Context: an optimization exercise on an open-source flow, tuned for small area and a short achievable clock period. The choices shown serve that exercise and are no tape-out recipe.
Only simulation tests tie the RTL to the original design; equivalence was not proved.

Setup of job 5075:
==> flow/design.v (excerpt) <==
module PE#(
    parameter d_width = 32,
    parameter a_width = 8,
    parameter iact_size =  5,
    parameter kernel_size = 3
)
(
    input start,
    input clk, rst_n,
    input [d_width -1 : 0] weight,
    input [d_width -1 : 0] iact,
    output reg load_weight,
    output reg load_iact,
    output reg done,
    output reg [d_width -1 : 0] pe_out
);
==> flow/config.mk <==
export PLATFORM = sky130hd
export DESIGN_NAME = PE
export DESIGN_NICKNAME = PE
export VERILOG_FILES = /design/flow/design.v
export SDC_FILE = /design/flow/constraint.sdc
export NUM_CORES = 4
export LEC_CHECK = 0
export CAP_MARGIN = 20
export CORE_MARGIN = 2
export CORE_UTILIZATION = 60
export CTS_BUF_LIST = sky130_fd_sc_hd__clkbuf_16
export CTS_CLUSTER_DIAMETER = 100
export CTS_CLUSTER_SIZE = 32
export PLACE_DENSITY_LB_ADDON = 0.2
export SLEW_MARGIN = 20
export TNS_END_PERCENT = 30
export BUFFER_PORTS_ARGS = -buffer_cell sky130_fd_sc_hd__buf_2
export SETUP_SLACK_MARGIN = 6.9
export SETUP_MOVE_SEQUENCE = sizeup,swap
==> flow/constraint.sdc <==
create_clock -name core_clock -period 10.0 [get_ports {clk}]
set_input_delay 2.0000 -clock core_clock [delete_from_list [all_inputs] [get_ports {clk}]]
set_output_delay 2.0000 -clock core_clock [all_outputs]
set_load 0.01 [all_outputs]
standard.sh (not shown) runs the stock make flow with config.mk's settings and CLKGATE_MAP_FILE= SYNTH_SCRIPT=/design/flow/synth_recipe.tcl, a recipe that flattens the netlist after the stock synthesis.
==> flow/flow/run.sh <==
#!/bin/bash
# Layout flow: the standard layout (standard.sh) with these changes:
#  - the port buffers are buf_2 cells instead of the cell buffer_ports picks;
#  - timing repair aims at 6.9 ns of setup slack at the 10 ns clock, and
#    may only resize cells and swap pins (no buffers, no cloning).
set -euo pipefail
cat >> config.mk <<'EOC'
export BUFFER_PORTS_ARGS = -buffer_cell sky130_fd_sc_hd__buf_2
export SETUP_SLACK_MARGIN = 6.9
export SETUP_MOVE_SEQUENCE = sizeup,swap
EOC
bash standard.sh > standard.log 2>&1
Job 5075 completed; timing, DRC and antenna clean
Edits applied to the flow inputs when going from job 5075 to job 6792:
Settings: TNS_END_PERCENT: 30 -> unset; SETUP_SLACK_MARGIN: 6.9 -> 7.0; PLACE_DENSITY_LB_ADDON: 0.2 -> unset.
==> flow/flow/run.sh <==
#!/bin/bash
# Layout flow: the standard layout (standard.sh) with these changes:
#  - the port buffers are buf_2 cells instead of the cell buffer_ports picks;
#  - timing repair aims at 7.0 ns of setup slack at the 10 ns clock, and
#    may only resize cells and swap pins (no buffers, no cloning).
set -euo pipefail
cat >> config.mk <<'EOC'
export BUFFER_PORTS_ARGS = -buffer_cell sky130_fd_sc_hd__buf_2
export SETUP_SLACK_MARGIN = 7.0
export SETUP_MOVE_SEQUENCE = sizeup,swap
EOC
bash standard.sh > standard.log 2>&1
==> summary.txt <==
Job 6792 leaves less setup margin than job 5075. Any difference in via count between job 5075 and job 6792 is small enough to ignore. Job 6792 against job 5075: number of ordinary and repair buffers in the finished layout higher; post-cts sizing count higher; non-filler instance count after layout roughly the same; final period demand of the worst path higher. Comparing job 6792 with job 5075, the worst path arrival time came out essentially unchanged.
Input-level comparison between job 1857 and job 6792:
Settings: changing SETUP_SLACK_MARGIN from 7.0 to 6.8; changing CTS_CLUSTER_DIAMETER from 100 to 60; changing CTS_CLUSTER_SIZE from 32 to 30.
==> flow/flow/run.sh <==
#!/bin/bash
# Layout flow: the standard layout (standard.sh) with these changes:
#  - the port buffers are buf_2 cells instead of the cell buffer_ports picks;
#  - timing repair aims at 6.8 ns of setup slack at the 10 ns clock, and
#    may only resize cells and swap pins (no buffers, no cloning).
set -euo pipefail
cat >> config.mk <<'EOC'
export BUFFER_PORTS_ARGS = -buffer_cell sky130_fd_sc_hd__buf_2
export SETUP_SLACK_MARGIN = 6.8
export SETUP_MOVE_SEQUENCE = sizeup,swap
EOC
bash standard.sh > standard.log 2>&1
Findings:
- The required time of the critical path number comes out higher for job 1857 vs job 6792.
- Largest net degree at the start of global routing is higher on job 6792
- In job 1857, the met1 layer wirelength in the final routing came out 1.3% above the value in job 6792.
> inputs changed (job 1857 -> job 9294)
Settings: TNS_END_PERCENT newly set to 30; CTS_CLUSTER_SIZE changed from 30 to 32; SETUP_SLACK_MARGIN changed from 6.8 to 7.0; CTS_CLUSTER_DIAMETER changed from 60 to 100.
==> flow/flow/run.sh <==
#!/bin/bash
# Layout flow: the standard layout (standard.sh) with these changes:
#  - the port buffers are buf_2 cells instead of the cell buffer_ports picks;
#  - timing repair aims at 7.0 ns of setup slack at the 10 ns clock, and
#    may only resize cells and swap pins (no buffers, no cloning).
set -euo pipefail
cat >> config.mk <<'EOC'
export BUFFER_PORTS_ARGS = -buffer_cell sky130_fd_sc_hd__buf_2
export SETUP_SLACK_MARGIN = 7.0
export SETUP_MOVE_SEQUENCE = sizeup,swap
EOC
bash standard.sh > standard.log 2>&1
### Flow results
Job 9294 vs job 1857, master of the slowest instance on the critical path: sky130_fd_sc_hd__dfrtp_1 vs sky130_fd_sc_hd__dfxtp_4. pe_out[31] as the end point of the critical path was reported by job 1857, and pe_out[29] by job 9294. Job 1857 has a higher worst max-slew margin expressed relative to the limit than job 9294. The final reports for job 9294 and job 1857 show final layout net count lower in the former. Achievable clock frequency, job 1857 and job 9294: larger value in job 9294. Summary of job 9294 over job 1857: smallest hold slack down 0.0099 ns; final wirelength decreased by 700 microns relative to the old numbers. Number of clock buffers inserted by TritonCTS in job 9294 is 12 below job 1857.

-- static timing again, ports no longer ideal --
Ports are ideal in the flow. The routed layouts listed here were re-timed in OpenROAD. Step 1: set_driving_cell puts a clkbuf_16 on clk and a buf_2 on each other input, an assumption about the parent block. Step 2 moves the port delays by t, midway between the first and last clock arrival at a register: inputs arrive t later, outputs are due t later. That takes back most of the time a late clock gives input paths. a / b / c = no drivers / after step 1 / after step 2; a / b = the first two.
run	t (ns)	setup WS [ns]	clock arrival spread, ns	worst register clock-pin slew, ns	worst data-port slew with drivers (ns)
job 5075	0.619	6.845 / 6.785 / 6.750	0.023 / 0.022	0.12 / 0.12	0.05
job 6792	0.628	6.838 / 6.779 / 6.532	0.036 / 0.036	0.12 / 0.12	0.05
job 1857	0.666	6.783 / 6.763 / 6.745	0.041 / 0.040	0.10 / 0.10	0.05
job 9294	0.625	6.835 / 6.776 / 6.528	0.035 / 0.035	0.12 / 0.12	0.05
After both steps setup and hold are still met in every run listed. The setup slack of job 9294, which loses most, moves by -0.059 ns with the drivers and by -0.307 ns with both steps.
